Context: an optimization exercise on an open-source flow, tuned for small area, a short achievable clock period and few clock cycles. The choices shown serve that exercise and are no tape-out recipe. The RTL was checked by simulation tests, not by an equivalence proof against the original design. Power and IR drop assume default switching activity.

File: config.mk
export PLATFORM = sky130hd
export DESIGN_NAME = mgm
export DESIGN_NICKNAME = mgm
export VERILOG_FILES = /design/flow/design.v
export SDC_FILE = /design/flow/constraint.sdc
export NUM_CORES = 4
export LEC_CHECK = 0
export CAP_MARGIN = 20
export CORE_MARGIN = 2
export CORE_UTILIZATION = 42
export SETUP_SLACK_MARGIN = 4
export SLEW_MARGIN = 20
File: constraint.sdc
create_clock -name core_clock -period 7.5 [get_ports {clk}]
set_input_delay 1.5000 -clock core_clock [delete_from_list [all_inputs] [get_ports {clk}]]
set_output_delay 1.5000 -clock core_clock [all_outputs]
set_load 0.01 [all_outputs]
File: design.v
function [3:0] S1( input [3:0] x );
  begin
    case(x)
      4'd00: S1 = 4'hC;
      4'd01: S1 = 4'h4;
      4'd02: S1 = 4'h6;
      4'd03: S1 = 4'h2;
      4'd04: S1 = 4'hA;
      4'd05: S1 = 4'h5;
      4'd06: S1 = 4'hB;
      4'd07: S1 = 4'h9;
      4'd08: S1 = 4'hE;
      4'd09: S1 = 4'h8;
      4'd10: S1 = 4'hD;
      4'd11: S1 = 4'h7;
      4'd12: S1 = 4'h0;
      4'd13: S1 = 4'h3;
      4'd14: S1 = 4'hF;
      4'd15: S1 = 4'h1;
      default: S1 = 4'hX;
    endcase
  end
endfunction
function [3:0] S2( input [3:0] x );
  begin
    case(x)
      4'd00: S2 = 4'h6;
      4'd01: S2 = 4'h8;
      4'd02: S2 = 4'h2;
      4'd03: S2 = 4'h3;
      4'd04: S2 = 4'h9;
      4'd05: S2 = 4'hA;
      4'd06: S2 = 4'h5;
      4'd07: S2 = 4'hC;
      4'd08: S2 = 4'h1;
      4'd09: S2 = 4'hE;
      4'd10: S2 = 4'h4;
      4'd11: S2 = 4'h7;
      4'd12: S2 = 4'hB;
      4'd13: S2 = 4'hD;
      4'd14: S2 = 4'h0;
      4'd15: S2 = 4'hF;
      default: S2 = 4'hX;
    endcase
  end
endfunction
function [3:0] S3( input [3:0] x );
  begin
    case(x)
      4'd00: S3 = 4'hB;
      4'd01: S3 = 4'h3;
      4'd02: S3 = 4'h5;
      4'd03: S3 = 4'h8;
      4'd04: S3 = 4'h2;
      4'd05: S3 = 4'hF;
      4'd06: S3 = 4'hA;
      4'd07: S3 = 4'hD;
      4'd08: S3 = 4'hE;
      4'd09: S3 = 4'h1;
      4'd10: S3 = 4'h7;
      4'd11: S3 = 4'h4;
      4'd12: S3 = 4'hC;
      4'd13: S3 = 4'h9;
      4'd14: S3 = 4'h6;
      4'd15: S3 = 4'h0;
      default: S3 = 4'hX;
    endcase
  end
endfunction
function [3:0] S4( input [3:0] x );
  begin
    case(x)
      4'd00: S4 = 4'hC;
      4'd01: S4 = 4'h8;
      4'd02: S4 = 4'h2;
      4'd03: S4 = 4'h1;
      4'd04: S4 = 4'hD;
      4'd05: S4 = 4'h4;
      4'd06: S4 = 4'hF;
      4'd07: S4 = 4'h6;
      4'd08: S4 = 4'h7;
      4'd09: S4 = 4'h0;
      4'd10: S4 = 4'hA;
      4'd11: S4 = 4'h5;
      4'd12: S4 = 4'h3;
      4'd13: S4 = 4'hE;
      4'd14: S4 = 4'h9;
      4'd15: S4 = 4'hB;
      default: S4 = 4'hX;
    endcase
  end
endfunction
function [3:0] S5( input [3:0] x );
  begin
    case(x)
      4'd00: S5 = 4'h7;
      4'd01: S5 = 4'hF;
      4'd02: S5 = 4'h5;
      4'd03: S5 = 4'hA;
      4'd04: S5 = 4'h8;
      4'd05: S5 = 4'h1;
      4'd06: S5 = 4'h6;
      4'd07: S5 = 4'hD;
      4'd08: S5 = 4'h0;
      4'd09: S5 = 4'h9;
      4'd10: S5 = 4'h3;
      4'd11: S5 = 4'hE;
      4'd12: S5 = 4'hB;
      4'd13: S5 = 4'h4;
      4'd14: S5 = 4'h2;
      4'd15: S5 = 4'hC;
      default: S5 = 4'hX;
    endcase
  end
endfunction
function [3:0] S6( input [3:0] x );
  begin
    case(x)
      4'd00: S6 = 4'h5;
      4'd01: S6 = 4'hD;
      4'd02: S6 = 4'hF;
      4'd03: S6 = 4'h6;
      4'd04: S6 = 4'h9;
      4'd05: S6 = 4'h2;
      4'd06: S6 = 4'hC;
      4'd07: S6 = 4'hA;
      4'd08: S6 = 4'hB;
      4'd09: S6 = 4'h7;
      4'd10: S6 = 4'h8;
      4'd11: S6 = 4'h1;
      4'd12: S6 = 4'h4;
      4'd13: S6 = 4'h3;
      4'd14: S6 = 4'hE;
      4'd15: S6 = 4'h0;
      default: S6 = 4'hX;
    endcase
  end
endfunction
function [3:0] S7( input [3:0] x );
  begin
    case(x)
      4'd00: S7 = 4'h8;
      4'd01: S7 = 4'hE;
      4'd02: S7 = 4'h2;
      4'd03: S7 = 4'h5;
      4'd04: S7 = 4'h6;
      4'd05: S7 = 4'h9;
      4'd06: S7 = 4'h1;
      4'd07: S7 = 4'hC;
      4'd08: S7 = 4'hF;
      4'd09: S7 = 4'h4;
      4'd10: S7 = 4'hB;
      4'd11: S7 = 4'h0;
      4'd12: S7 = 4'hD;
      4'd13: S7 = 4'hA;
      4'd14: S7 = 4'h3;
      4'd15: S7 = 4'h7;
      default: S7 = 4'hX;
    endcase
  end
endfunction
function [3:0] S8( input [3:0] x );
  begin
    case(x)
      4'd00: S8 = 4'h1;
      4'd01: S8 = 4'h7;
      4'd02: S8 = 4'hE;
      4'd03: S8 = 4'hD;
      4'd04: S8 = 4'h0;
      4'd05: S8 = 4'h5;
      4'd06: S8 = 4'h8;
      4'd07: S8 = 4'h3;
      4'd08: S8 = 4'h4;
      4'd09: S8 = 4'hF;
      4'd10: S8 = 4'hA;
      4'd11: S8 = 4'h6;
      4'd12: S8 = 4'h9;
      4'd13: S8 = 4'hC;
      4'd14: S8 = 4'hB;
      4'd15: S8 = 4'h2;
      default: S8 = 4'hX;
    endcase
  end
endfunction
`timescale 1ns / 100ps
module gost_round (a, k, f);
  input  [31:0] a, k;
  output [31:0] f;       
function [3:0] S1( input [3:0] x );
  begin
    case(x)
      4'd00: S1 = 4'hC;
      4'd01: S1 = 4'h4;
      4'd02: S1 = 4'h6;
      4'd03: S1 = 4'h2;
      4'd04: S1 = 4'hA;
      4'd05: S1 = 4'h5;
      4'd06: S1 = 4'hB;
      4'd07: S1 = 4'h9;
      4'd08: S1 = 4'hE;
      4'd09: S1 = 4'h8;
      4'd10: S1 = 4'hD;
      4'd11: S1 = 4'h7;
      4'd12: S1 = 4'h0;
      4'd13: S1 = 4'h3;
      4'd14: S1 = 4'hF;
      4'd15: S1 = 4'h1;
      default: S1 = 4'hX;
    endcase
  end
endfunction
function [3:0] S2( input [3:0] x );
  begin
    case(x)
      4'd00: S2 = 4'h6;
      4'd01: S2 = 4'h8;
      4'd02: S2 = 4'h2;
      4'd03: S2 = 4'h3;
      4'd04: S2 = 4'h9;
      4'd05: S2 = 4'hA;
      4'd06: S2 = 4'h5;
      4'd07: S2 = 4'hC;
      4'd08: S2 = 4'h1;
      4'd09: S2 = 4'hE;
      4'd10: S2 = 4'h4;
      4'd11: S2 = 4'h7;
      4'd12: S2 = 4'hB;
      4'd13: S2 = 4'hD;
      4'd14: S2 = 4'h0;
      4'd15: S2 = 4'hF;
      default: S2 = 4'hX;
    endcase
  end
endfunction
function [3:0] S3( input [3:0] x );
  begin
    case(x)
      4'd00: S3 = 4'hB;
      4'd01: S3 = 4'h3;
      4'd02: S3 = 4'h5;
      4'd03: S3 = 4'h8;
      4'd04: S3 = 4'h2;
      4'd05: S3 = 4'hF;
      4'd06: S3 = 4'hA;
      4'd07: S3 = 4'hD;
      4'd08: S3 = 4'hE;
      4'd09: S3 = 4'h1;
      4'd10: S3 = 4'h7;
      4'd11: S3 = 4'h4;
      4'd12: S3 = 4'hC;
      4'd13: S3 = 4'h9;
      4'd14: S3 = 4'h6;
      4'd15: S3 = 4'h0;
      default: S3 = 4'hX;
    endcase
  end
endfunction
function [3:0] S4( input [3:0] x );
  begin
    case(x)
      4'd00: S4 = 4'hC;
      4'd01: S4 = 4'h8;
      4'd02: S4 = 4'h2;
      4'd03: S4 = 4'h1;
      4'd04: S4 = 4'hD;
      4'd05: S4 = 4'h4;
      4'd06: S4 = 4'hF;
      4'd07: S4 = 4'h6;
      4'd08: S4 = 4'h7;
      4'd09: S4 = 4'h0;
      4'd10: S4 = 4'hA;
      4'd11: S4 = 4'h5;
      4'd12: S4 = 4'h3;
      4'd13: S4 = 4'hE;
      4'd14: S4 = 4'h9;
      4'd15: S4 = 4'hB;
      default: S4 = 4'hX;
    endcase
  end
endfunction
function [3:0] S5( input [3:0] x );
  begin
    case(x)
      4'd00: S5 = 4'h7;
      4'd01: S5 = 4'hF;
      4'd02: S5 = 4'h5;
      4'd03: S5 = 4'hA;
      4'd04: S5 = 4'h8;
      4'd05: S5 = 4'h1;
      4'd06: S5 = 4'h6;
      4'd07: S5 = 4'hD;
      4'd08: S5 = 4'h0;
      4'd09: S5 = 4'h9;
      4'd10: S5 = 4'h3;
      4'd11: S5 = 4'hE;
      4'd12: S5 = 4'hB;
      4'd13: S5 = 4'h4;
      4'd14: S5 = 4'h2;
      4'd15: S5 = 4'hC;
      default: S5 = 4'hX;
    endcase
  end
endfunction
function [3:0] S6( input [3:0] x );
  begin
    case(x)
      4'd00: S6 = 4'h5;
      4'd01: S6 = 4'hD;
      4'd02: S6 = 4'hF;
      4'd03: S6 = 4'h6;
      4'd04: S6 = 4'h9;
      4'd05: S6 = 4'h2;
      4'd06: S6 = 4'hC;
      4'd07: S6 = 4'hA;
      4'd08: S6 = 4'hB;
      4'd09: S6 = 4'h7;
      4'd10: S6 = 4'h8;
      4'd11: S6 = 4'h1;
      4'd12: S6 = 4'h4;
      4'd13: S6 = 4'h3;
      4'd14: S6 = 4'hE;
      4'd15: S6 = 4'h0;
      default: S6 = 4'hX;
    endcase
  end
endfunction
function [3:0] S7( input [3:0] x );
  begin
    case(x)
      4'd00: S7 = 4'h8;
      4'd01: S7 = 4'hE;
      4'd02: S7 = 4'h2;
      4'd03: S7 = 4'h5;
      4'd04: S7 = 4'h6;
      4'd05: S7 = 4'h9;
      4'd06: S7 = 4'h1;
      4'd07: S7 = 4'hC;
      4'd08: S7 = 4'hF;
      4'd09: S7 = 4'h4;
      4'd10: S7 = 4'hB;
      4'd11: S7 = 4'h0;
      4'd12: S7 = 4'hD;
      4'd13: S7 = 4'hA;
      4'd14: S7 = 4'h3;
      4'd15: S7 = 4'h7;
      default: S7 = 4'hX;
    endcase
  end
endfunction
function [3:0] S8( input [3:0] x );
  begin
    case(x)
      4'd00: S8 = 4'h1;
      4'd01: S8 = 4'h7;
      4'd02: S8 = 4'hE;
      4'd03: S8 = 4'hD;
      4'd04: S8 = 4'h0;
      4'd05: S8 = 4'h5;
      4'd06: S8 = 4'h8;
      4'd07: S8 = 4'h3;
      4'd08: S8 = 4'h4;
      4'd09: S8 = 4'hF;
      4'd10: S8 = 4'hA;
      4'd11: S8 = 4'h6;
      4'd12: S8 = 4'h9;
      4'd13: S8 = 4'hC;
      4'd14: S8 = 4'hB;
      4'd15: S8 = 4'h2;
      default: S8 = 4'hX;
    endcase
  end
endfunction
  wire [31:0] g = a & k;
  wire [31:0] p = a ^ k;
  wire [7:0] G, P;
  genvar n;
  generate for (n = 0; n < 8; n = n + 1) begin : nib
    assign G[n] = g[4*n+3] | (p[4*n+3] & g[4*n+2]) | (p[4*n+3] & p[4*n+2] & g[4*n+1]) |
                  (p[4*n+3] & p[4*n+2] & p[4*n+1] & g[4*n]);
    assign P[n] = &p[4*n+3:4*n];
  end endgenerate
  wire g01 = G[1] | (P[1] & G[0]);
  wire p01 = P[1] & P[0];
  wire g23 = G[3] | (P[3] & G[2]);
  wire p23 = P[3] & P[2];
  wire g45 = G[5] | (P[5] & G[4]);
  wire p45 = P[5] & P[4];
  wire g03 = g23 | (p23 & g01);
  wire g02 = G[2] | (P[2] & g01);
  wire g04 = G[4] | (P[4] & g03);
  wire g05 = g45 | (p45 & g03);
  wire g06 = G[6] | (P[6] & g05);
  wire [7:0] c = {g06, g05, g04, g03, g02, g01, G[0], 1'b0};
  wire [3:0] s0 [0:7];
  wire [3:0] s1 [0:7];
  generate for (n = 0; n < 8; n = n + 1) begin : sum
    assign s0[n] = a[4*n+3:4*n] + k[4*n+3:4*n];
    assign s1[n] = a[4*n+3:4*n] + k[4*n+3:4*n] + 4'd1;
  end endgenerate
  wire [31:0] x0 = {S8(s0[7]), S7(s0[6]), S6(s0[5]), S5(s0[4]), S4(s0[3]), S3(s0[2]), S2(s0[1]), S1(s0[0])};
  wire [31:0] x1 = {S8(s1[7]), S7(s1[6]), S6(s1[5]), S5(s1[4]), S4(s1[3]), S3(s1[2]), S2(s1[1]), S1(s1[0])};
  wire [31:0] cm = {{4{c[7]}}, {4{c[6]}}, {4{c[5]}}, {4{c[4]}}, {4{c[3]}}, {4{c[2]}}, {4{c[1]}}, {4{c[0]}}};
  wire [31:0] sb = (x1 & cm) | (x0 & ~cm);
  assign f = {sb[20:0], sb[31:21]};
endmodule
module gost_28147_89 (clk, rst, key, load, take, pdata, q, rdy, fin, rdy_n, fin_n);
  input clk, rst;
  input [255:0] key;
  input load;           
  input take;           
  input [63:0] pdata;
  output [63:0] q;      
  output reg rdy;
  output fin;           
  output rdy_n, fin_n;
  reg run;
  reg [4:0] rn;         
  reg [31:0] a, b, kreg;
  wire [31:0] K [0:7];
  assign {K[0],K[1],K[2],K[3],K[4],K[5],K[6],K[7]} = key;
  wire [2:0] kidx = (&rn[4:3]) ? ~rn[2:0] : rn[2:0];
  assign fin = run & (rn == 5'd0);
  wire run_n = rst ? 1'b0 : load ? 1'b1 : fin ? 1'b0 : run;
  assign rdy_n = rst ? 1'b0 : load ? 1'b0 : fin ? 1'b1 : take ? 1'b0 : rdy;
  wire [4:0] rn_n = load ? 5'd1 : rn + 5'd1;
  assign fin_n = run_n & (rn_n == 5'd0);
  always @(posedge clk) begin
    run <= run_n;
    rdy <= rdy_n;
  end
  wire [31:0] f;
  gost_round rnd(.a(a), .k(kreg), .f(f));
  wire        fen = run & ~load;
  wire [31:0] X = load ? pdata[31:0] : (run ? b : a);
  always @(posedge clk) begin
    rn <= rn_n;
    kreg <= load ? K[0] : K[kidx];
    a <= X ^ (f & {32{fen}});
    b <= load ? pdata[63:32] : (run ? a : b);
  end
  assign q = {a, b};
endmodule
`timescale 1ns / 100ps
module mul (x, y, t, xn);
  input  [64-1:0] x;
  input  [3:0]        y;
  output [64-1:0] t;
  output [64-1:0] xn;
  wire [64-1:0] x1 = {x[62:0], 1'b0} ^ (x[63] ? 64'h1B : 64'h0);
  wire [64-1:0] x2 = {x1[62:0], 1'b0} ^ (x1[63] ? 64'h1B : 64'h0);
  wire [64-1:0] x3 = {x2[62:0], 1'b0} ^ (x2[63] ? 64'h1B : 64'h0);
  assign xn = {x3[62:0], 1'b0} ^ (x3[63] ? 64'h1B : 64'h0);
  assign t  = ({64{y[0]}} & x) ^ ({64{y[1]}} & x1) ^ ({64{y[2]}} & x2) ^ ({64{y[3]}} & x3);
endmodule
`timescale 1ns / 100ps
module mgm(clk, rst, len_A, len_M, cmd, done, key, A, M, C, T, nonce);
    input clk;
    input rst;
    input [32-1:0] len_A;
    input [32-1:0] len_M;
    input [5:0] cmd;
    output reg done;
    input [256-1:0] key;
    input [64-1:0] A;
    input [64-1:0] M;
    output [64-1:0] C;
    output [64-1:0] T;
    input [64-2:0] nonce;
localparam S_IDLE = 3'd0, S_INIT = 3'd1, S_INIT2 = 3'd2, S_INIT3 = 3'd3,
           S_RUN = 3'd4, S_FINW = 3'd5, S_FINS = 3'd6;
reg [2:0]  st;
reg [2:0]  pc;           
reg        hp, gp;       
reg [63:0] Z, Y, S, x, y;
reg [31:0] LA, LM;
reg        mbusy;
reg [6:0]  lenq;         
reg        lenok;
reg c_done, c_clr_pc, c_ld_zy, c_ld_h0, c_ld_h1, c_ld_g0, c_ld_g1, c_tk_h, c_tk_g,
    c_ld_a, c_ld_c, c_ld_l, c_clr_acc, c_h0_s, c_h0_n, c_g0_n, c_zinc, c_yinc;
reg [2:0] c_st;          
wire [63:0] h0q, h1q, g0q, g1q;
wire h0r, h1r, g0r, g1r, h0f, h1f, g0f, g1f;
wire h0r_n, h1r_n, g0r_n, g1r_n, h0f_n, h1f_n, g0f_n, g1f_n;
wire [63:0] hq = hp ? h1q : h0q;
wire [63:0] gq = gp ? g1q : g0q;
wire       c_ld_x = c_ld_a | c_ld_c | c_ld_l;
wire [2:0] st_n = rst ? S_IDLE : c_st;
wire [2:0] pc_n = rst ? 3'd0 : (cmd != 6'd0) ? cmd[2:0] : c_clr_pc ? 3'd0 : pc;
wire       hp_n = c_clr_acc ? 1'b0 : c_tk_h ? !hp : hp;
wire       gp_n = c_clr_acc ? 1'b0 : c_tk_g ? !gp : gp;
wire       mbusy_n = rst ? 1'b0 : c_ld_x ? 1'b1 : (mbusy && y[63:4] == 60'd0) ? 1'b0 : mbusy;
wire       hr_n = hp_n ? h1r_n : h0r_n;
wire       gr_n = gp_n ? g1r_n : g0r_n;
reg d_done, d_clr_pc, d_ld_zy, d_ld_h0, d_ld_h1, d_ld_g0, d_ld_g1, d_tk_h, d_tk_g,
    d_ld_a, d_ld_c, d_ld_l, d_clr_acc, d_h0_s, d_h0_n, d_g0_n;
reg [2:0] d_st;
always @(*) begin
    d_st = st_n; d_clr_pc = 0; d_done = 0; d_ld_zy = 0;
    d_ld_h0 = 0; d_ld_h1 = 0; d_ld_g0 = 0; d_ld_g1 = 0; d_tk_h = 0; d_tk_g = 0;
    d_ld_a = 0; d_ld_c = 0; d_ld_l = 0; d_clr_acc = 0; d_h0_s = 0; d_h0_n = 0; d_g0_n = 0;
    case (st_n)
        S_IDLE: if (pc_n == 1) begin
            d_ld_h0 = 1; d_h0_n = 1; d_ld_g0 = 1; d_g0_n = 1; d_clr_acc = 1; d_st = S_INIT;
        end
        S_INIT: if (h0r_n) begin
            d_ld_zy = 1; d_done = 1; d_clr_pc = 1; d_st = S_INIT2;
        end
        S_INIT2: begin
            d_ld_h0 = 1; d_ld_g0 = 1; d_st = S_INIT3;
        end
        S_INIT3: begin
            d_ld_h1 = 1; d_ld_g1 = 1; d_st = S_RUN;
        end
        S_RUN: case (pc_n)
            2, 3: if (hr_n && !mbusy_n) begin
                d_ld_a = 1; d_tk_h = 1; d_ld_h0 = !hp_n; d_ld_h1 = hp_n; d_done = 1; d_clr_pc = 1;
            end
            4: begin
                d_done = 1; d_clr_pc = 1;
            end
            5, 6: if (hr_n && gr_n && !mbusy_n) begin
                d_ld_c = 1; d_tk_h = 1; d_tk_g = 1; d_ld_h0 = !hp_n; d_ld_h1 = hp_n;
                d_ld_g0 = !gp_n; d_ld_g1 = gp_n; d_done = 1; d_clr_pc = 1;
            end
            7: if (hr_n && !mbusy_n) begin
                d_ld_l = 1; d_tk_h = 1; d_st = S_FINW;
            end
            default: ;
        endcase
        S_FINW: if (!mbusy_n) begin
            d_ld_h0 = 1; d_h0_s = 1; d_st = S_FINS;
        end
        S_FINS: if (h0f_n) begin
            d_done = 1; d_clr_pc = 1; d_st = S_IDLE;
        end
        default: d_st = S_IDLE;
    endcase
end
always @(posedge clk) begin
    st <= st_n;
    pc <= pc_n;
    mbusy <= mbusy_n;
    hp <= hp_n;
    gp <= gp_n;
    if (rst) begin
        done <= 1'b0;
        {c_done, c_clr_pc, c_ld_zy, c_ld_h0, c_ld_h1, c_ld_g0, c_ld_g1, c_tk_h, c_tk_g,
         c_ld_a, c_ld_c, c_ld_l, c_clr_acc, c_h0_s, c_h0_n, c_g0_n, c_zinc, c_yinc} <= 18'd0;
        c_st <= S_IDLE;
    end else begin
        done <= c_done;
        c_done <= d_done; c_clr_pc <= d_clr_pc; c_ld_zy <= d_ld_zy;
        c_ld_h0 <= d_ld_h0; c_ld_h1 <= d_ld_h1; c_ld_g0 <= d_ld_g0; c_ld_g1 <= d_ld_g1;
        c_tk_h <= d_tk_h; c_tk_g <= d_tk_g;
        c_ld_a <= d_ld_a; c_ld_c <= d_ld_c; c_ld_l <= d_ld_l; c_clr_acc <= d_clr_acc;
        c_h0_s <= d_h0_s; c_h0_n <= d_h0_n; c_g0_n <= d_g0_n;
        c_zinc <= d_ld_h0 && !d_h0_n && !d_h0_s || d_ld_h1;
        c_yinc <= d_ld_g0 && !d_g0_n || d_ld_g1;
        c_st <= d_st;
    end
end
wire [63:0] h0d = c_h0_n ? {1'b1, nonce} : c_h0_s ? S : Z;
wire [63:0] g0d = c_g0_n ? {1'b0, nonce} : Y;
gost_28147_89 h0(.clk(clk), .rst(rst), .key(key), .load(c_ld_h0), .take(c_tk_h & !hp),
                 .pdata(h0d), .q(h0q), .rdy(h0r), .fin(h0f), .rdy_n(h0r_n), .fin_n(h0f_n));
gost_28147_89 h1(.clk(clk), .rst(rst), .key(key), .load(c_ld_h1), .take(c_tk_h & hp),
                 .pdata(Z), .q(h1q), .rdy(h1r), .fin(h1f), .rdy_n(h1r_n), .fin_n(h1f_n));
gost_28147_89 g0(.clk(clk), .rst(rst), .key(key), .load(c_ld_g0), .take(c_tk_g & !gp),
                 .pdata(g0d), .q(g0q), .rdy(g0r), .fin(g0f), .rdy_n(g0r_n), .fin_n(g0f_n));
gost_28147_89 g1(.clk(clk), .rst(rst), .key(key), .load(c_ld_g1), .take(c_tk_g & gp),
                 .pdata(Y), .q(g1q), .rdy(g1r), .fin(g1f), .rdy_n(g1r_n), .fin_n(g1f_n));
assign T = h0q;
wire [63:0] mask;
genvar i;
generate for (i = 0; i < 64; i = i + 1) begin : msk
    assign mask[i] = lenok && (lenq >= 7'd64 - i);
end endgenerate
wire [63:0] cval = (pc == 6) ? ((gq ^ M) & mask) : (gq ^ M);
wire [63:0] mt, xn;
mul m(.x(x), .y(y[3:0]), .t(mt), .xn(xn));
always @(posedge clk) begin
    lenq <= len_M[6:0];
    lenok <= (len_M[31:7] == 25'd0) && (len_M[6:0] <= 7'd64);
    if (c_ld_zy) Z <= h0q;
    else if (c_zinc) Z[63:32] <= Z[63:32] + 32'h1;
    if (c_ld_zy) Y <= g0q;
    else if (c_yinc) Y[31:0] <= Y[31:0] + 32'h1;
    if (c_ld_x) x <= hq;
    else if (mbusy) x <= xn;
    if (c_ld_a) y <= A;
    else if (c_ld_c) y <= cval;
    else if (c_ld_l) y <= {LA, LM};
    else if (mbusy) y <= {4'b0000, y[63:4]};
    if (c_clr_acc) S <= 64'h0;
    else if (mbusy) S <= S ^ mt;
    if (c_clr_acc) LA <= 32'h0;
    else if (c_ld_a) LA <= LA + len_A;
    if (c_clr_acc) LM <= 32'h0;
    else if (c_ld_c) LM <= LM + len_M;
end
assign C = y;
endmodule
File: flow/run.sh
#!/bin/bash
# The standard layout (the standard.sh: ORFS synthesis, floorplan,
# placement, CTS and routing, unchanged), except that the port buffers that
# global placement puts on every input and output are the smallest buffer
# cell, sky130_fd_sc_hd__buf_1, instead of the slow 10 um2 delay buffer that
# buffer_ports picks by default. Timing repair still resizes them where a
# path needs it.
set -euo pipefail
export BUFFER_PORTS_ARGS="-buffer_cell sky130_fd_sc_hd__buf_1"
bash standard.sh > standard_flow.log 2>&1
File: standard.sh
#!/bin/bash
# synth_recipe.tcl (not shown) runs the flow's synth.tcl, then flattens the netlist and writes it again
# the make line also repeats each setting of config.mk as NAME=value (left out here)
make -C /OpenROAD-flow-scripts/flow DESIGN_CONFIG=/design/flow/config.mk WORK_HOME=/design/flow/orfs CLKGATE_MAP_FILE= SYNTH_SCRIPT=/design/flow/synth_recipe.tcl "${@:-finish}"
==> flow_metrics.env, run 1 <==
export IMPL_status="timing/DRC/antenna clean"
export IMPL_row_count=145
export IMPL_cp_arrival_ns=4.03
export IMPL_track_usage=0.382
export IMPL_synthesis_area_um2=65700
export IMPL_synth_common_cells="nand2_1, nor2_1, o21ai_0, dfxtp_1, ha_1"
export IMPL_vias_per_cell=6.48
export IMPL_synth_main_ff_cell="dfxtp_1"
export IMPL_root_buffer="clkbuf_16"
export IMPL_antenna_found_initial=87
export IMPL_num_vias=66100
export IMPL_max_cap_violations=0
export IMPL_num_io_pins=648
export IMPL_r2r_cells=6
export IMPL_clkSinkCount=828
export IMPL_ys_async_sr_fraction=0
export IMPL_drive_above_1_share=0.0951
export IMPL_rrSetupSlack_ns=4.07
export IMPL_gr_total_overflow=0
export IMPL_insertion_delay_ns=0.75
export IMPL_setup_violations=0
export IMPL_dr_first_iter_drc_count=10800
export IMPL_cp_required_ns=8.10
export IMPL_dieArea_um2=160000
export IMPL_finalNetCount=8959
export IMPL_grt_pass1_vias=59800
export IMPL_vdd_drop_max_mv=0.390
export IMPL_h_tree_depth=3
export IMPL_syn_nets=8531
export IMPL_setup_ws_ns=4.07
export IMPL_yosysWarnings=3
export IMPL_cts_buffer_depth=3
export IMPL_die_w_um=399
export IMPL_area_delta_synth_final_pct=14.4
export IMPL_synthTopCellsByArea="edfxtp_1, dfxtp_1, ha_1, mux2i_1, xnor2_1"
export IMPL_rsz0062_at_grt="yes"
export IMPL_period_needed_ns=3.43
export IMPL_synth_largest_area_cell="edfxtp_1"
export IMPL_start_util=0.422
export IMPL_fin_tns_setup_ns=0
export IMPL_clock_fmax_ghz=0.291
export IMPL_ctsHoldBuffers=0
export IMPL_p_leak_nw=27.6
export IMPL_ant_nets=0
export IMPL_worstReg2RegStart="h1.rn[3]"
export IMPL_synth_top_area_frac=0.176
export IMPL_timing_rr_end="h1.kreg[2]"
export IMPL_crit_end="LM[31]"
export IMPL_n_fill_cell=15100
export IMPL_synth_most_common_cell="nand2_1"
export IMPL_core_area_um2=156000
export IMPL_drt_wl_total_um=319000
export IMPL_ys_ff_latch=828
export IMPL_setup_worst_path_start_class="primary input"
export IMPL_cts_buffers=98
export IMPL_period_share=0.458
export IMPL_synth_edff_count=384
export IMPL_ys_types=95
export IMPL_grt_max_degree=179
export IMPL_finalHoldViolCount=0
export IMPL_portBuffers=647
export IMPL_wl_per_cell_um=31.3
export IMPL_syn_area_per_cell_um2=8.67
export IMPL_place_congestion=1.05
export IMPL_die_h_um=399
export IMPL_crit_type="primary input to flip-flop"
export IMPL_cts_tree="yes"
export IMPL_seq_area_frac_synth=0.311
export IMPL_pre_cts_slack_ns=3.12
export IMPL_slew_headroom=0.187
export IMPL_cp_startpoint="len_M[1]"
export IMPL_path_clk_slew_ns=0.06
export IMPL_drv_slew=0
export IMPL_worstMarginPinSlew_ns=1.21
export IMPL_synthCells=7570
export IMPL_hold_class="flip-flop to flip-flop"
export IMPL_hpwl_um=242000
export IMPL_first_pass_iters=14
export IMPL_grt_pass1_wl_um=443000
export IMPL_fin_skew_ns=0.0430
export IMPL_power_density_nw_per_um2=513
export IMPL_crit_path_end_kind="flip-flop"
export IMPL_crit_fanout=4
export IMPL_post_route_drc_count=0
[placed cells by master (no fill, tap or decap), types with 104 or more instances in the layout]
master     count
a222oi_1     128
nor3_1       106
nor2_1       645
a221oi_1     136
mux2_2       117
xor2_1       283
edfxtp_1     384
dfxtp_1      398
a31oi_1      225
xnor2_1      355
buf_1        647
mux2i_1      388
nand2_1      854
buf_4        118
ha_1         389
o21ai_0      506
nand3_1      156
inv_1        263
a22o_1       131
a21oi_1      366
clkbuf_16    104
[through the flow]
step           hold slack (ns)  power, mW   util  cell area (um2)  std cells
6_report                 0.475       38.6  0.483            75100      10200
5_1_grt                  0.491       40.7  0.482            75100      10200
4_1_cts                  0.476       37.0  0.476            74100      10100
3_5_place_dp             0.462       31.2  0.451            70300       9932
3_3_place_gp             0.449       31.0  0.451            70300       9931
2_1_floorplan            0.421       23.5      -            65900       7570
[metal layers]
| layer | track usage | wire length (um) | up-vias | share of wire |
|---|---|---|---|---|
| met5 | 0 | 338 | - | 0.0011 |
| met4 | 0.255 | 25500 | 52 | 0.080 |
| met3 | 0.109 | 40900 | 905 | 0.13 |
| met2 | 0.549 | 131000 | 4614 | 0.41 |
| met1 | 0.498 | 122000 | 31700 | 0.38 |
| li1 | - | - | 28800 | - |
[cells by family after synthesis]
kind of cell / count (synthesis) / synth area share
fa+ha+maj: 445 / 0.0886
flops: 828 / 0.311
mux: 564 / 0.0968
compound gates: 2149 / 0.221
simple gates: 2161 / 0.146
xor+xnor: 704 / 0.0961
buf+inv: 719 / 0.0413
[final cells by class]
type / instances / area, um2 / share of cell area
Antenna cell: 57 / 143 / 0.00190
Clock buffer: 140 / 2850 / 0.0379
Clock inverter: 46 / 561 / 0.00746
Inverter: 273 / 1030 / 0.0137
Multi-Input combinational cell: 6024 / 44000 / 0.586
Sequential cell: 828 / 20500 / 0.273
Tap cell: 2058 / 2570 / 0.0343
Timing Repair Buffer: 773 / 3450 / 0.0459
[flip-flops by register name, summed over array words and instances (netlist names), 64 cells and up]
signal / flops
x: 64
Y: 64
S: 64
Z: 64
y: 64
[power by group]
part	switching, mW	total (mW)	internal, mW	leakage (nW)
sequential	1.54	7.08	5.54	7.16
combinational	16.2	26.3	10.1	18.8
clock	2.22	5.17	2.95	1.65
total	20.0	38.6	18.6	27.6
[timing repair]
item | CTS | global route
pin swaps | 6 | 15
setup buffers | 8 | 14
resized for setup | 97 | 134
cloned | 0 | 2
endpoints found under the setup margin | 90 | 98
hold endpoints to repair | 0 | 0
[worst min-delay path by stage]
stage	start	to	slack, ns	cells after the start
CTS	g0.rn[0]	g0.rn[0]	0.48	1
floorplan	g1.rn[0]	g1.rn[0]	0.42	1
finish	h1.rn[0]	h1.rn[0]	0.48	1
detailed placement	g0.rn[0]	g0.rn[0]	0.46	1
global route	h1.rn[0]	h1.rn[0]	0.49	1
global placement	g0.rn[0]	g0.rn[0]	0.45	1
[worst max-delay path, stage by stage]
cell     delay, ns
buf_1         0.13
ha_1          0.33
a211o_1       0.33
a21oi_4       0.20
o21ai_2       0.13
a31oi_4       0.25
nor3_1        0.07
or2_4         0.25
o41ai_2       0.24
mux2i_1       0.25
mux2_2        0.35
Testbench counts, summed over its fixed seeds: cycles 7,364.
==> run 2, diff against run 1 <==
--- a/design.v
+++ b/design.v
@@ -404,17 +404,13 @@
   assign f = {sb[20:0], sb[31:21]};
 endmodule
-module gost_28147_89 (clk, rst, key, load, take, pdata, q, rdy, fin, rdy_n, fin_n);
+module gost_ku (clk, rst, key, load, run, fin, fin_n, kreg);
   input clk, rst;
   input [255:0] key;
-  input load;           
-  input take;           
-  input [63:0] pdata;
-  output [63:0] q;      
-  output reg rdy;
+  input load;
+  output reg run;
   output fin;           
-  output rdy_n, fin_n;
-  reg run;
+  output fin_n;         
+  output reg [31:0] kreg;
   reg [4:0] rn;         
-  reg [31:0] a, b, kreg;
   wire [31:0] K [0:7];
   assign {K[0],K[1],K[2],K[3],K[4],K[5],K[6],K[7]} = key;
@@ -422,9 +418,30 @@
   assign fin = run & (rn == 5'd0);
   wire run_n = rst ? 1'b0 : load ? 1'b1 : fin ? 1'b0 : run;
-  assign rdy_n = rst ? 1'b0 : load ? 1'b0 : fin ? 1'b1 : take ? 1'b0 : rdy;
   wire [4:0] rn_n = load ? 5'd1 : rn + 5'd1;
   assign fin_n = run_n & (rn_n == 5'd0);
   always @(posedge clk) begin
     run <= run_n;
+    rn <= rn_n;
+    kreg <= load ? K[0] : K[kidx];
+  end
+endmodule
+module gost_28147_89 (clk, rst, load, take, pdata, kreg, krun, kfin, q, rdy, rdy_n);
+  input clk, rst;
+  input load;           
+  input take;           
+  input [63:0] pdata;
+  input [31:0] kreg;
+  input krun, kfin;
+  output [63:0] q;      
+  output reg rdy;
+  output rdy_n;
+  reg act;
+  reg [31:0] a, b;
+  wire run = act & krun;
+  wire fin = act & kfin;
+  wire act_n = rst ? 1'b0 : load ? 1'b1 : fin ? 1'b0 : act;
+  assign rdy_n = rst ? 1'b0 : load ? 1'b0 : fin ? 1'b1 : take ? 1'b0 : rdy;
+  always @(posedge clk) begin
+    act <= act_n;
     rdy <= rdy_n;
   end
@@ -434,6 +451,4 @@
   wire [31:0] X = load ? pdata[31:0] : (run ? b : a);
   always @(posedge clk) begin
-    rn <= rn_n;
-    kreg <= load ? K[0] : K[kidx];
     a <= X ^ (f & {32{fen}});
     b <= load ? pdata[63:32] : (run ? a : b);
@@ -471,5 +486,5 @@
 reg [2:0]  st;
 reg [2:0]  pc;           
-reg        hp, gp;       
+reg        hp;           
 reg [63:0] Z, Y, S, x, y;
 reg [31:0] LA, LM;
@@ -479,20 +494,21 @@
 reg c_done, c_clr_pc, c_ld_zy, c_ld_h0, c_ld_h1, c_ld_g0, c_ld_g1, c_tk_h, c_tk_g,
     c_ld_a, c_ld_c, c_ld_l, c_clr_acc, c_h0_s, c_h0_n, c_g0_n, c_zinc, c_yinc;
+wire k0run, k1run, k0fin, k1fin, k0fin_n, k1fin_n;
+wire [31:0] k0reg, k1reg;
 reg [2:0] c_st;          
 wire [63:0] h0q, h1q, g0q, g1q;
-wire h0r, h1r, g0r, g1r, h0f, h1f, g0f, g1f;
-wire h0r_n, h1r_n, g0r_n, g1r_n, h0f_n, h1f_n, g0f_n, g1f_n;
+wire h0r, h1r, g0r, g1r;
+wire h0r_n, h1r_n, g0r_n, g1r_n;
 wire [63:0] hq = hp ? h1q : h0q;
-wire [63:0] gq = gp ? g1q : g0q;
+wire [63:0] gq = hp ? g1q : g0q;
 wire       c_ld_x = c_ld_a | c_ld_c | c_ld_l;
 wire [2:0] st_n = rst ? S_IDLE : c_st;
 wire [2:0] pc_n = rst ? 3'd0 : (cmd != 6'd0) ? cmd[2:0] : c_clr_pc ? 3'd0 : pc;
 wire       hp_n = c_clr_acc ? 1'b0 : c_tk_h ? !hp : hp;
-wire       gp_n = c_clr_acc ? 1'b0 : c_tk_g ? !gp : gp;
 wire       mbusy_n = rst ? 1'b0 : c_ld_x ? 1'b1 : (mbusy && y[63:4] == 60'd0) ? 1'b0 : mbusy;
 wire       hr_n = hp_n ? h1r_n : h0r_n;
-wire       gr_n = gp_n ? g1r_n : g0r_n;
+wire       gr_n = hp_n ? g1r_n : g0r_n;
 reg d_done, d_clr_pc, d_ld_zy, d_ld_h0, d_ld_h1, d_ld_g0, d_ld_g1, d_tk_h, d_tk_g,
-    d_ld_a, d_ld_c, d_ld_l, d_clr_acc, d_h0_s, d_h0_n, d_g0_n;
+    d_ld_a, d_ld_c, d_ld_l, d_clr_acc, d_h0_s, d_h0_n, d_g0_n, d_yinc;
 reg [2:0] d_st;
 always @(*) begin
@@ -500,4 +516,5 @@
     d_ld_h0 = 0; d_ld_h1 = 0; d_ld_g0 = 0; d_ld_g1 = 0; d_tk_h = 0; d_tk_g = 0;
     d_ld_a = 0; d_ld_c = 0; d_ld_l = 0; d_clr_acc = 0; d_h0_s = 0; d_h0_n = 0; d_g0_n = 0;
+    d_yinc = 0;
     case (st_n)
         S_IDLE: if (pc_n == 1) begin
@@ -511,9 +528,12 @@
         end
         S_INIT3: begin
-            d_ld_h1 = 1; d_ld_g1 = 1; d_st = S_RUN;
+            d_ld_h1 = 1; d_ld_g1 = 1; d_yinc = 1; d_st = S_RUN;
         end
         S_RUN: case (pc_n)
             2, 3: if (hr_n && !mbusy_n) begin
                 d_ld_a = 1; d_tk_h = 1; d_ld_h0 = !hp_n; d_ld_h1 = hp_n; d_done = 1; d_clr_pc = 1;
+                if (pc_n == 3) begin
+                    d_ld_g0 = !hp_n; d_ld_g1 = hp_n; d_yinc = 1;
+                end
             end
             4: begin
@@ -522,5 +542,5 @@
             5, 6: if (hr_n && gr_n && !mbusy_n) begin
                 d_ld_c = 1; d_tk_h = 1; d_tk_g = 1; d_ld_h0 = !hp_n; d_ld_h1 = hp_n;
-                d_ld_g0 = !gp_n; d_ld_g1 = gp_n; d_done = 1; d_clr_pc = 1;
+                d_ld_g0 = !hp_n; d_ld_g1 = hp_n; d_yinc = 1; d_done = 1; d_clr_pc = 1;
             end
             7: if (hr_n && !mbusy_n) begin
@@ -532,5 +552,5 @@
             d_ld_h0 = 1; d_h0_s = 1; d_st = S_FINS;
         end
-        S_FINS: if (h0f_n) begin
+        S_FINS: if (k0fin_n) begin
             d_done = 1; d_clr_pc = 1; d_st = S_IDLE;
         end
@@ -543,5 +563,4 @@
     mbusy <= mbusy_n;
     hp <= hp_n;
-    gp <= gp_n;
     if (rst) begin
         done <= 1'b0;
@@ -557,5 +576,5 @@
         c_h0_s <= d_h0_s; c_h0_n <= d_h0_n; c_g0_n <= d_g0_n;
         c_zinc <= d_ld_h0 && !d_h0_n && !d_h0_s || d_ld_h1;
-        c_yinc <= d_ld_g0 && !d_g0_n || d_ld_g1;
+        c_yinc <= d_yinc;
         c_st <= d_st;
     end
@@ -563,12 +582,16 @@
 wire [63:0] h0d = c_h0_n ? {1'b1, nonce} : c_h0_s ? S : Z;
 wire [63:0] g0d = c_g0_n ? {1'b0, nonce} : Y;
-gost_28147_89 h0(.clk(clk), .rst(rst), .key(key), .load(c_ld_h0), .take(c_tk_h & !hp),
-                 .pdata(h0d), .q(h0q), .rdy(h0r), .fin(h0f), .rdy_n(h0r_n), .fin_n(h0f_n));
-gost_28147_89 h1(.clk(clk), .rst(rst), .key(key), .load(c_ld_h1), .take(c_tk_h & hp),
-                 .pdata(Z), .q(h1q), .rdy(h1r), .fin(h1f), .rdy_n(h1r_n), .fin_n(h1f_n));
-gost_28147_89 g0(.clk(clk), .rst(rst), .key(key), .load(c_ld_g0), .take(c_tk_g & !gp),
-                 .pdata(g0d), .q(g0q), .rdy(g0r), .fin(g0f), .rdy_n(g0r_n), .fin_n(g0f_n));
-gost_28147_89 g1(.clk(clk), .rst(rst), .key(key), .load(c_ld_g1), .take(c_tk_g & gp),
-                 .pdata(Y), .q(g1q), .rdy(g1r), .fin(g1f), .rdy_n(g1r_n), .fin_n(g1f_n));
+gost_ku ku0(.clk(clk), .rst(rst), .key(key), .load(c_ld_h0 | c_ld_g0), .run(k0run),
+            .fin(k0fin), .fin_n(k0fin_n), .kreg(k0reg));
+gost_ku ku1(.clk(clk), .rst(rst), .key(key), .load(c_ld_h1 | c_ld_g1), .run(k1run),
+            .fin(k1fin), .fin_n(k1fin_n), .kreg(k1reg));
+gost_28147_89 h0(.clk(clk), .rst(rst), .load(c_ld_h0), .take(c_tk_h & !hp), .pdata(h0d),
+                 .kreg(k0reg), .krun(k0run), .kfin(k0fin), .q(h0q), .rdy(h0r), .rdy_n(h0r_n));
+gost_28147_89 g0(.clk(clk), .rst(rst), .load(c_ld_g0), .take(c_tk_g & !hp), .pdata(g0d),
+                 .kreg(k0reg), .krun(k0run), .kfin(k0fin), .q(g0q), .rdy(g0r), .rdy_n(g0r_n));
+gost_28147_89 h1(.clk(clk), .rst(rst), .load(c_ld_h1), .take(c_tk_h & hp), .pdata(Z),
+                 .kreg(k1reg), .krun(k1run), .kfin(k1fin), .q(h1q), .rdy(h1r), .rdy_n(h1r_n));
+gost_28147_89 g1(.clk(clk), .rst(rst), .load(c_ld_g1), .take(c_tk_g & hp), .pdata(Y),
+                 .kreg(k1reg), .krun(k1run), .kfin(k1fin), .q(g1q), .rdy(g1r), .rdy_n(g1r_n));
 assign T = h0q;
 wire [63:0] mask;
@@ -587,12 +610,11 @@
     if (c_ld_zy) Y <= g0q;
     else if (c_yinc) Y[31:0] <= Y[31:0] + 32'h1;
-    if (c_ld_x) x <= hq;
-    else if (mbusy) x <= xn;
+    x <= c_ld_x ? hq : xn;
     if (c_ld_a) y <= A;
     else if (c_ld_c) y <= cval;
     else if (c_ld_l) y <= {LA, LM};
-    else if (mbusy) y <= {4'b0000, y[63:4]};
-    if (c_clr_acc) S <= 64'h0;
-    else if (mbusy) S <= S ^ mt;
+    else if (c_clr_acc) y <= 64'h0;
+    else y <= {4'b0000, y[63:4]};
+    S <= c_clr_acc ? 64'h0 : S ^ mt;
     if (c_clr_acc) LA <= 32'h0;
     else if (c_ld_a) LA <= LA + len_A;
--- a/config.mk
+++ b/config.mk
@@ -8,5 +8,5 @@
 export CAP_MARGIN = 20
 export CORE_MARGIN = 2
-export CORE_UTILIZATION = 42
+export CORE_UTILIZATION = 50
 export SETUP_SLACK_MARGIN = 4
 export SLEW_MARGIN = 20
==> run 2 against run 1 <==
Compared with the run above: first-iteration DRC count decreased by 28%; combinational power decreased by 7.6%; clock power decreased by 11%; highest routed layer unchanged; total power decreased by 8.5%; fmax decreased by 0.96%; non-clock buffer count decreased by 21; sequential power decreased by about 10%; still clean.
==> flow_metrics.env, run 2 <==
export IMPL_status="timing/DRC/antenna clean"
export IMPL_drt_wl_total_um=271000
export IMPL_synth_largest_area_cell="dfxtp_1"
export IMPL_final_common_cell="nand2_1"
export IMPL_place_congestion=1.04
export IMPL_busiest_layer="met2"
export IMPL_power_frac_seq=0.180
export IMPL_swShare=0.517
export IMPL_synth_most_common_cell="nand2_1"
export IMPL_min_from="ku1.rn[0]"
export IMPL_drv_slew=0
export IMPL_grtUsageMet3=0.126
export IMPL_crit_path_end_kind="flip-flop"
export IMPL_dieArea_um2=120000
export IMPL_cts_buffers=89
export IMPL_regArea_um2=17800
export IMPL_finalHoldViolCount=0
export IMPL_clock_power_share=0.130
export IMPL_multiInputGateArea_um2=40100
export IMPL_syn_nets=7867
export IMPL_hpwl_um=210000
export IMPL_insertion_delay_ns=0.70
export IMPL_slew_headroom=0.179
export IMPL_timing_rr_end="h1.a[25]"
export IMPL_clkSinkCount=755
export IMPL_grt_pass1_wl_um=379000
export IMPL_ys_types=92
export IMPL_r2r_cells=13
export IMPL_worstPathCellList="ha_1, inv_1, fa_2, inv_1, ha_1, inv_1, ha_1, o311ai_0, o21ai_0, mux2i_1, xnor2_1, nor2_1, a21oi_1"
export IMPL_worstReg2RegStart="ku1.kreg[12]"
export IMPL_period_needed_ns=3.47
export IMPL_p_int_mw=17.0
export IMPL_worstMarginPinSlew_ns=1.22
export IMPL_grtUsageMet1=0.552
export IMPL_p_leak_nw=24.8
export IMPL_use_met2=0.625
export IMPL_fin_tns_setup_ns=0
export IMPL_first_pass_iters=13
export IMPL_max_cap_violations=0
export IMPL_grt_pass1_vias=53300
export IMPL_setup_worst_path_start_class="flip-flop"
export IMPL_cp_required_ns=8.12
export IMPL_rrSetupSlack_ns=4.03
export IMPL_die_h_um=347
export IMPL_fin_skew_ns=0.0229
export IMPL_syn_area_per_cell_um2=8.49
export IMPL_seq_area_frac_synth=0.301
export IMPL_crit_fanout=11
export IMPL_whs_path_depth=1
export IMPL_finalNetCount=8327
export IMPL_cp_arrival_ns=4.09
export IMPL_pre_cts_slack_ns=3.28
export IMPL_track_usage=0.429
export IMPL_synth_top_area_frac=0.170
export IMPL_setup_violations=0
export IMPL_synthTopCellsByArea="dfxtp_1, edfxtp_1, ha_1, xnor2_1, nand2_1"
export IMPL_post_route_drc_count=0
export IMPL_vdd_drop_max_mv=0.662
export IMPL_vias_per_cell=6.52
export IMPL_root_buffer="clkbuf_16"
export IMPL_ant_nets=0
export IMPL_final_cell_mix="nand2_1, buf_1, nor2_1, o21ai_0, dfxtp_1"
export IMPL_path_clk_slew_ns=0.06
export IMPL_synth_main_ff_cell="dfxtp_1"
export IMPL_die_w_um=347
export IMPL_dr_first_iter_drc_count=7732
export IMPL_portBuffers=647
export IMPL_hold_class="flip-flop to flip-flop"
export IMPL_ys_async_sr_fraction=0
export IMPL_crit_path_max_incr_delay_ns=0.67
export IMPL_synth_edff_count=256
export IMPL_cts_buffer_depth=3
export IMPL_switchingPower_mw=18.3
export IMPL_clock_fmax_ghz=0.288
export IMPL_power_density_nw_per_um2=527
export IMPL_grt_max_degree=150
export IMPL_num_vias=58700
export IMPL_cts_tree="yes"
export IMPL_synthesis_area_um2=58700
export IMPL_h_tree_depth=3
export IMPL_area_delta_synth_final_pct=14.1
export IMPL_cp_slowest_cell="fa_2"
export IMPL_drive_above_1_share=0.0913
export IMPL_num_io_pins=648
export IMPL_gr_total_overflow=0
export IMPL_rsz0062_at_grt="yes"
export IMPL_row_count=125
export IMPL_fin_util=0.575
export IMPL_yosysWarnings=4
export IMPL_n_fill_cell=10800
export IMPL_p_comb_frac=0.690
export IMPL_start_util=0.504
export IMPL_period_share=0.462
export IMPL_synthCells=6912
export IMPL_core_area_um2=116000
export IMPL_crit_type="flip-flop to flip-flop"
export IMPL_setup_ws_ns=4.03
export IMPL_antenna_found_initial=54
export IMPL_min_to="ku1.rn[0]"
export IMPL_wl_per_cell_um=30.1
export IMPL_synth_common_cells="nand2_1, nor2_1, dfxtp_1, o21ai_0, xnor2_1"
export IMPL_ys_ff_latch=755
-- run 2: cell types whose count changed in the layout (fill, tap and decap cells not counted), moves of 41 or more --
cell / previous run / this run
edfxtp_1: 384 / 256
inv_1: 263 / 201
mux2i_1: 388 / 329
xnor2_1: 355 / 408
a22o_1: 131 / 63
a31oi_1: 225 / 155
nor2_1: 645 / 550
nand2_1: 854 / 951
a222oi_1: 128 / 69
o21ai_0: 506 / 465
-- run 2: how the worst max path moves through the flow --
stage	from	slack [ns]	end	depth (start not counted)
finish	ku1.kreg[12]	4.03	h1.a[25]	13
global route	ku1.kreg[12]	3.94	h1.a[25]	13
CTS	ku1.kreg[24]	3.89	g1.a[5]	12
detailed placement	len_M[0]	3.28	LM[30]	14
global placement	len_M[0]	3.29	LM[30]	14
floorplan	len_M[24]	3.84	LM[31]	11
-- run 2: worst max-delay path, delay by kind of cell (launching register included) --
family | cells | cell delay (ns)
xor gates and xnor gates | 1 | 0.15
adders and majority gates | 4 | 1.52
DFF | 1 | 0.51
and+or+nand+nor | 1 | 0.05
buffers and inverters | 3 | 0.31
AOI/OAI and AO/OA | 3 | 0.67
muxes | 1 | 0.21
-- run 2: layer usage --
layer,vias up,wire [um]
li1,26100,-
met5,-,229
met4,34,21000
met2,3593,113000
met1,28200,104000
met3,822,32600
-- run 2: final cells by class --
cell class,count,area share
antenna,31,0.00116
clock buffer,128,0.0380
clock inverter,38,0.00689
inverter,211,0.0120
multi-input combinational,5563,0.599
sequential,755,0.266
tap,1524,0.0285
timing repair buffer,752,0.0488
-- run 2: power groups by stage --
stage                     logic [mW]  registers (mW)  clock network (mW)
after floorplan                 16.6            5.37                   0
after CTS                       23.0            6.24                4.59
after global placement          22.2            6.30                   0
after detailed placement        22.3            6.30                   0
after global routing            26.2            6.30                4.74
final                           24.3            6.35                4.59
-- run 2: cell families after synthesis --
| family | after synthesis | share of synthesized area |
|---|---|---|
| XOR/XNOR | 729 | 0.110 |
| flip-flops | 755 | 0.301 |
| multiplexers | 468 | 0.0904 |
| adder cells (fa/ha/maj) | 438 | 0.0977 |
| buffers and inverters | 594 | 0.0381 |
| AND/OR/NAND/NOR | 2040 | 0.151 |
| AO/OA/AOI/OAI | 1888 | 0.212 |
-- run 2: what timing repair did --
item | 4_1_cts | 5_1_grt
endpoints found under the setup margin | 87 | 98
pin swaps | 5 | 31
setup buffers | 9 | 19
hold buffers | 0 | 0
gates resized for setup | 108 | 119
-- run 2: metrics by stage --
stage                     total power, mW  instance area (um2)  hold slack [ns]  cells
after floorplan                      21.9                59000            0.411   6912
final                                35.3                67000            0.468   9002
after detailed placement             28.6                62600            0.450   8776
after global placement               28.5                62600            0.438   8776
after CTS                            33.8                66200            0.463   8951
after global routing                 37.3                66900            0.489   8989
Testbench counts of run 2, summed over its fixed seeds: cycles 7,364.
==> run 3, diff against run 2 <==
--- a/config.mk
+++ b/config.mk
@@ -8,5 +8,5 @@
 export CAP_MARGIN = 20
 export CORE_MARGIN = 2
-export CORE_UTILIZATION = 50
+export CORE_UTILIZATION = 42
 export SETUP_SLACK_MARGIN = 4
 export SLEW_MARGIN = 20
==> run 3 against run 2 <==
Compared with the run above: core utilization fell by 8.9 points; flip-flop and latch count did not move; wire length rose by 4.6%; die area rose by 19%; sequential power rose by 1%; worst setup slack got worse by 0.082 ns; design area rose by 0.96%; critical endpoint is now g1.a[5]; largest cell class unchanged; largest power group unchanged.
==> flow_metrics.env, run 3 <==
export IMPL_cts_tree="yes"
export IMPL_p_leak_nw=24.9
export IMPL_syn_area_per_cell_um2=8.49
export IMPL_synthTopCellsByArea="dfxtp_1, edfxtp_1, ha_1, xnor2_1, nand2_1"
export IMPL_synthCells=6912
export IMPL_first_pass_iters=10
export IMPL_insertion_delay_ns=0.75
export IMPL_synth_largest_area_cell="dfxtp_1"
export IMPL_finish_instance_area_um2=67600
export IMPL_fin_tns_setup_ns=0
export IMPL_synth_most_common_cell="nand2_1"
export IMPL_portBuffers=647
export IMPL_synth_main_ff_cell="dfxtp_1"
export IMPL_max_cap_violations=0
export IMPL_yosysWarnings=4
export IMPL_row_count=137
export IMPL_crit_type="flip-flop to flip-flop"
export IMPL_placed_area_um2=63200
export IMPL_crit_path_end_kind="flip-flop"
export IMPL_num_io_pins=648
export IMPL_slew_headroom=0.136
export IMPL_die_w_um=378
export IMPL_antenna_found_initial=24
export IMPL_dieArea_um2=143000
export IMPL_drive_above_1_share=0.0921
export IMPL_syn_nets=7867
export IMPL_track_usage=0.381
export IMPL_finalNetCount=8337
export IMPL_cts_buffers=92
export IMPL_finalHoldViolCount=0
export IMPL_ys_types=92
export IMPL_h_tree_depth=3
export IMPL_grt_max_degree=113
export IMPL_grt_pass1_vias=53500
export IMPL_clock_fmax_ghz=0.282
export IMPL_root_buffer="clkbuf_16"
export IMPL_die_h_um=378
export IMPL_fin_skew_ns=0.0449
export IMPL_status="timing/DRC/antenna clean"
export IMPL_r2r_cells=12
export IMPL_period_share=0.473
export IMPL_hold_class="flip-flop to flip-flop"
export IMPL_grt_pass1_wl_um=392000
export IMPL_ys_async_sr_fraction=0
export IMPL_crit_fanout=11
export IMPL_post_route_drc_count=0
export IMPL_area_delta_synth_final_pct=15.2
export IMPL_cts_buffer_depth=3
export IMPL_fin_hold_ws_ns=0.459
export IMPL_ctsHoldBuffers=0
export IMPL_cp_required_ns=8.08
export IMPL_drt_wl_total_um=283000
export IMPL_fin_util=0.486
export IMPL_synth_common_cells="nand2_1, nor2_1, dfxtp_1, o21ai_0, xnor2_1"
export IMPL_power_density_nw_per_um2=520
export IMPL_num_vias=58400
export IMPL_rsz0062_at_grt="yes"
export IMPL_period_needed_ns=3.55
export IMPL_seq_area_frac_synth=0.301
export IMPL_setup_violations=0
export IMPL_setup_worst_path_start_class="flip-flop"
export IMPL_hpwl_um=222000
export IMPL_vdd_drop_max_mv=0.297
export IMPL_ant_nets=0
export IMPL_start_util=0.422
export IMPL_synth_edff_count=256
export IMPL_synthesis_area_um2=58700
export IMPL_synth_top_area_frac=0.170
export IMPL_wl_per_cell_um=30.3
export IMPL_path_clk_slew_ns=0.07
export IMPL_clkSinkCount=755
export IMPL_core_area_um2=139000
export IMPL_cp_arrival_ns=4.13
export IMPL_place_congestion=1.02
export IMPL_vias_per_cell=6.24
export IMPL_final_common_cell="nand2_1"
export IMPL_whs_path_depth=1
export IMPL_drv_slew=0
export IMPL_ys_ff_latch=755
export IMPL_worstMarginPinSlew_ns=1.30
export IMPL_dr_first_iter_drc_count=7936
export IMPL_gr_total_overflow=0
export IMPL_final_cell_mix="nand2_1, buf_1, nor2_1, o21ai_0, dfxtp_1"
## run 3: cell count changes in the layout (fill, tap and decap cells not counted), sizes merged
cell / delta
buf: +10
bufinv: +6
clkbuf: -13
clkinv: +13
clkinvlp: +2
diode: -13
inv: -4
## run 3: logic make-up (layout without fill, tap and decap cells)
group | Yosys count | after routing | share of synthesized area
other cells | 0 | 18 | 0
buf+inv | 594 | 1143 | 0.0381
compound gates | 1888 | 1888 | 0.212
flops | 755 | 755 | 0.301
xor+xnor | 729 | 729 | 0.110
fa+ha+maj | 438 | 438 | 0.0977
mux | 468 | 468 | 0.0904
simple gates | 2040 | 2040 | 0.151
## run 3: final timing paths
check	from	to	slack (ns)
max	ku1.kreg[24]	g1.a[5]	3.95
min	ku1.rn[0]	ku1.rn[0]	0.46
max reg2reg	ku1.kreg[24]	g1.a[5]	3.95
min reg2reg	ku1.rn[0]	ku1.rn[0]	0.46
## run 3: layout make-up
class                      count  area, um2
clock buffer                 118       2520
clock inverter                55        697
fill                       13600      71400
sequential                   755      17800
timing repair buffer         759       3320
tap                         1876       2350
inverter                     211        797
multi-input combinational   5563      40100
antenna                       18       45.0
## run 3: what timing repair did
| item | CTS | global route |
|---|---|---|
| buffers inserted | 3 | 25 |
| endpoints found under the setup margin | 84 | 96 |
| pin swaps | 3 | 18 |
| gates resized for setup | 83 | 121 |
## run 3: where the power goes
part / total [mW] / leakage [nW] / switching (mW) / internal (mW)
Combinational: 23.8 / 16.9 / 14.5 / 9.36
Clock: 4.88 / 1.56 / 2.04 / 2.84
Sequential: 6.42 / 6.44 / 1.56 / 4.86
Total: 35.1 / 24.9 / 18.1 / 17.1
## run 3: layer usage
metal	up-vias	global-route usage	part of all wire
met1	28000	0.458	0.37
met3	764	0.102	0.11
met2	3520	0.585	0.43
met4	16	0.278	0.087
li1	26100	-	-
met5	-	0	0.00037
## run 3: critical path: stages (launching register included)
cell and delay [ns]:
dfxtp_1 0.35, ha_1 0.25, fa_2 0.74, ha_4 0.25
xnor2_2 0.18, mux2_2 0.41, o21ai_0 0.15, o221ai_1 0.13
nand2_1 0.08, o311ai_0 0.15, mux2i_2 0.39, xnor2_1 0.17
o221ai_1 0.12
## run 3: stage by stage
stage,cells,power [mW],setup WS [ns]
after floorplan,6912,21.9,3.84
after global placement,9134,28.4,3.35
after detailed placement,9135,28.6,3.35
after CTS,9311,33.9,3.73
after global routing,9341,37.2,3.80
final,9355,35.1,3.95
==> run 4, diff against run 3 <==
--- a/config.mk
+++ b/config.mk
@@ -8,5 +8,7 @@
 export CAP_MARGIN = 20
 export CORE_MARGIN = 2
-export CORE_UTILIZATION = 42
+export CORE_UTILIZATION = 50
+export CTS_CLUSTER_DIAMETER = 100
+export CTS_CLUSTER_SIZE = 20
 export SETUP_SLACK_MARGIN = 4
 export SLEW_MARGIN = 20
==> run 4 against run 3 <==
Compared with the run above: flip-flop and latch count is the same; critical path type unchanged; design area shrank 3.1%; final cell count shrank 4.6%; via count grew 0.33%; first-iteration DRC count grew 4.7%; sequential power shrank 1%; critical endpoint is now g0.a[24]; register-to-register slack gained 0.03 ns; hold slack gained 0.015 ns; clock skew grew 0.0020 ns; wire length shrank 5.0%; worst setup slack gained 0.029 ns; still clean; global-route usage grew 4.5 points; largest power group unchanged.
==> flow_metrics.env, run 4 <==
export IMPL_cts_buffer_depth=3
export IMPL_antenna_found_initial=55
export IMPL_clock_power_share=0.088
export IMPL_clkSinkCount=755
export IMPL_swShare=0.533
export IMPL_p_comb_frac=0.723
export IMPL_fin_skew_ns=0.0469
export IMPL_power_frac_seq=0.189
export IMPL_root_buffer="clkbuf_16"
export IMPL_grt_pass1_vias=52800
export IMPL_slew_headroom=0.209
export IMPL_gr_total_overflow=0
export IMPL_multiInputGateArea_um2=40100
export IMPL_synth_top_area_frac=0.170
export IMPL_rrSetupSlack_ns=3.98
export IMPL_switchingPower_mw=17.9
export IMPL_die_w_um=347
export IMPL_ant_nets=0
export IMPL_synth_most_common_cell="nand2_1"
export IMPL_crit_path_end_kind="flip-flop"
export IMPL_place_congestion=1.04
export IMPL_synthTopCellsByArea="dfxtp_1, edfxtp_1, ha_1, xnor2_1, nand2_1"
export IMPL_setup_violations=0
export IMPL_cp_arrival_ns=4.04
export IMPL_regArea_um2=17800
export IMPL_wl_per_cell_um=30.2
export IMPL_period_needed_ns=3.52
export IMPL_die_h_um=347
export IMPL_synthCells=6912
export IMPL_synth_main_ff_cell="dfxtp_1"
export IMPL_worstReg2RegStart="ku0.kreg[14]"
export IMPL_vdd_drop_max_mv=0.656
export IMPL_core_area_um2=116000
export IMPL_h_tree_depth=2
export IMPL_p_int_mw=15.7
export IMPL_insertion_delay_ns=0.71
export IMPL_ys_ff_latch=755
export IMPL_cts_buffers=47
export IMPL_yosysWarnings=4
export IMPL_ys_types=92
export IMPL_r2r_cells=8
export IMPL_synth_edff_count=256
export IMPL_ys_async_sr_fraction=0
export IMPL_timing_rr_end="g0.a[24]"
export IMPL_track_usage=0.426
export IMPL_drv_slew=0
export IMPL_dieArea_um2=120000
export IMPL_crit_type="flip-flop to flip-flop"
export IMPL_syn_area_per_cell_um2=8.49
export IMPL_grt_pass1_wl_um=377000
export IMPL_drt_wl_total_um=269000
export IMPL_power_density_nw_per_um2=513
export IMPL_rsz0062_at_grt="yes"
export IMPL_syn_nets=7867
export IMPL_final_cell_mix="nand2_1, buf_1, nor2_1, o21ai_0, dfxtp_1"
export IMPL_num_io_pins=648
export IMPL_start_util=0.504
export IMPL_num_vias=58600
export IMPL_cp_startpoint="ku0.kreg[14]"
export IMPL_hold_class="flip-flop to flip-flop"
export IMPL_setup_worst_path_start_class="flip-flop"
export IMPL_hpwl_um=210000
export IMPL_ctsHoldBuffers=0
export IMPL_portBuffers=647
export IMPL_drive_above_1_share=0.0821
export IMPL_n_fill_cell=10900
export IMPL_worstMarginPinSlew_ns=1.18
export IMPL_crit_end="g0.a[24]"
export IMPL_post_route_drc_count=0
export IMPL_crit_fanout=9
export IMPL_synth_largest_area_cell="dfxtp_1"
export IMPL_finalHoldViolCount=0
export IMPL_vias_per_cell=6.56
export IMPL_whs_path_depth=1
export IMPL_cp_required_ns=8.02
export IMPL_cts_tree="yes"
export IMPL_synthesis_area_um2=58700
export IMPL_first_pass_iters=11
export IMPL_p_leak_nw=24.1
export IMPL_power_mw=33.6
export IMPL_clock_fmax_ghz=0.284
export IMPL_final_common_cell="nand2_1"
export IMPL_area_delta_synth_final_pct=11.7
export IMPL_path_clk_slew_ns=0.09
export IMPL_grt_max_degree=150
export IMPL_status="timing/DRC/antenna clean"
export IMPL_max_cap_violations=0
export IMPL_row_count=125
export IMPL_period_share=0.469
export IMPL_fin_tns_setup_ns=0
export IMPL_synth_common_cells="nand2_1, nor2_1, dfxtp_1, o21ai_0, xnor2_1"
export IMPL_dr_first_iter_drc_count=8306
export IMPL_finalNetCount=8283
export IMPL_seq_area_frac_synth=0.301
==> run 4: cell types whose count changed in the layout (fill, tap and decap cells not counted), moves of 8 or more <==
cell | previous run | this run
a21oi_1 | 383 | 391
a21oi_2 | 28 | 20
bufinv_16 | 13 | 3
clkbuf_16 | 94 | 48
clkinv_1 | 9 | 0
clkinv_2 | 19 | 2
diode_2 | 18 | 33
o22ai_2 | 2 | 12
o22ai_4 | 12 | 2
==> run 4: cell families after synthesis <==
family	count (synthesis)	share of synthesized area
mux	468	0.0904
buf+inv	594	0.0381
simple gates	2040	0.151
xor+xnor	729	0.110
fa+ha+maj	438	0.0977
compound gates	1888	0.212
flops	755	0.301
==> run 4: how the worst min path moves through the flow <==
stage | startpoint | end
4_1_cts | ku1.rn[0] | ku1.rn[0]
3_3_place_gp | ku1.rn[0] | ku1.rn[0]
5_1_grt | ku1.rn[0] | ku1.rn[0]
6_report | ku1.rn[0] | ku1.rn[0]
2_1_floorplan | ku1.rn[0] | ku1.rn[0]
3_5_place_dp | ku1.rn[0] | ku1.rn[0]
==> run 4: final cells by class <==
| class | instances | area share |
|---|---|---|
| multi-input cells | 5563 | 0.613 |
| clock buffers | 72 | 0.0199 |
| inverters | 211 | 0.0122 |
| diodes | 33 | 0.00126 |
| well taps | 1524 | 0.0291 |
| repair buffers | 750 | 0.0498 |
| flip-flops and latches | 755 | 0.272 |
| clock inverters | 14 | 0.00351 |
==> run 4: power by group through the flow <==
stage / clock [mW] / sequential (mW) / combinational, mW
after floorplan: 0 / 5.37 / 16.6
after global placement: 0 / 6.30 / 22.2
after detailed placement: 0 / 6.30 / 22.3
after CTS: 2.98 / 6.23 / 23.0
after global routing: 3.11 / 6.29 / 26.2
final: 2.97 / 6.34 / 24.3
==> run 4: routing by layer <==
layer	wire [um]	global-route usage
met5	155	0
met4	20900	0.273
met3	31900	0.100
met2	112000	0.622
met1	104000	0.564
==> run 4: through the flow <==
step | utilization | instance area [um2] | hold WS, ns | std cells | worst slack, ns
after floorplan | - | 59000 | 0.411 | 6912 | 3.84
after global placement | 0.538 | 62600 | 0.438 | 8776 | 3.29
after detailed placement | 0.538 | 62600 | 0.450 | 8776 | 3.28
after CTS | 0.556 | 64700 | 0.471 | 8871 | 3.85
after global routing | 0.563 | 65500 | 0.518 | 8908 | 3.91
final | 0.563 | 65500 | 0.474 | 8922 | 3.98
==> run 4: critical path, cell delays in order, from the launching register on <==
cell and delay, ns:
dfxtp_1 0.60, ha_1 0.37, a21oi_1 0.39, xnor2_2 0.27, xnor2_2 0.39, mux4_2 0.58, a21oi_1 0.47, xor2_1 0.19
o221ai_1 0.12
==> run 4: repair_timing <==
action / CTS / global route
gates cloned: 0 / 0
pin swaps: 5 / 34
resized for setup: 105 / 124
hold endpoints to repair: 0 / 0
buffers inserted: 9 / 18
endpoints found under the setup margin: 83 / 104

## static timing again, ports no longer ideal
The results above use ideal ports. As a check the final layouts listed here were re-extracted and re-timed, cells and wires unchanged. Step 1 sets driving cells, clkbuf_16 on the clock port and buf_2 on the other inputs (assumed; they add their load-dependent delay and slew). Step 2 also shifts input and output timing later by t, the mid clock arrival at the registers, as if the neighbouring blocks saw the same clock. Three values: ideal, step 1, step 2; two values: the first two.
| run | shift t [ns] | slack for setup (ns) | latest minus earliest clock arrival (ns) | worst data-port slew with drivers (ns) |
|---|---|---|---|---|
| run 1 | 0.805 | 4.066 / 3.991 / 3.310 | 0.044 / 0.044 | 0.20 |
| run 2 | 0.772 | 4.033 / 3.977 / 3.352 | 0.023 / 0.023 | 0.19 |
| run 3 | 0.806 | 3.950 / 3.950 / 3.358 | 0.046 / 0.046 | 0.26 |
| run 4 | 0.764 | 3.979 / 3.979 / 3.349 | 0.052 / 0.052 | 0.19 |
After both steps setup and hold are still met in every run listed. The setup slack of run 1, which loses most, moves by -0.075 ns with the drivers and by -0.756 ns with both steps.
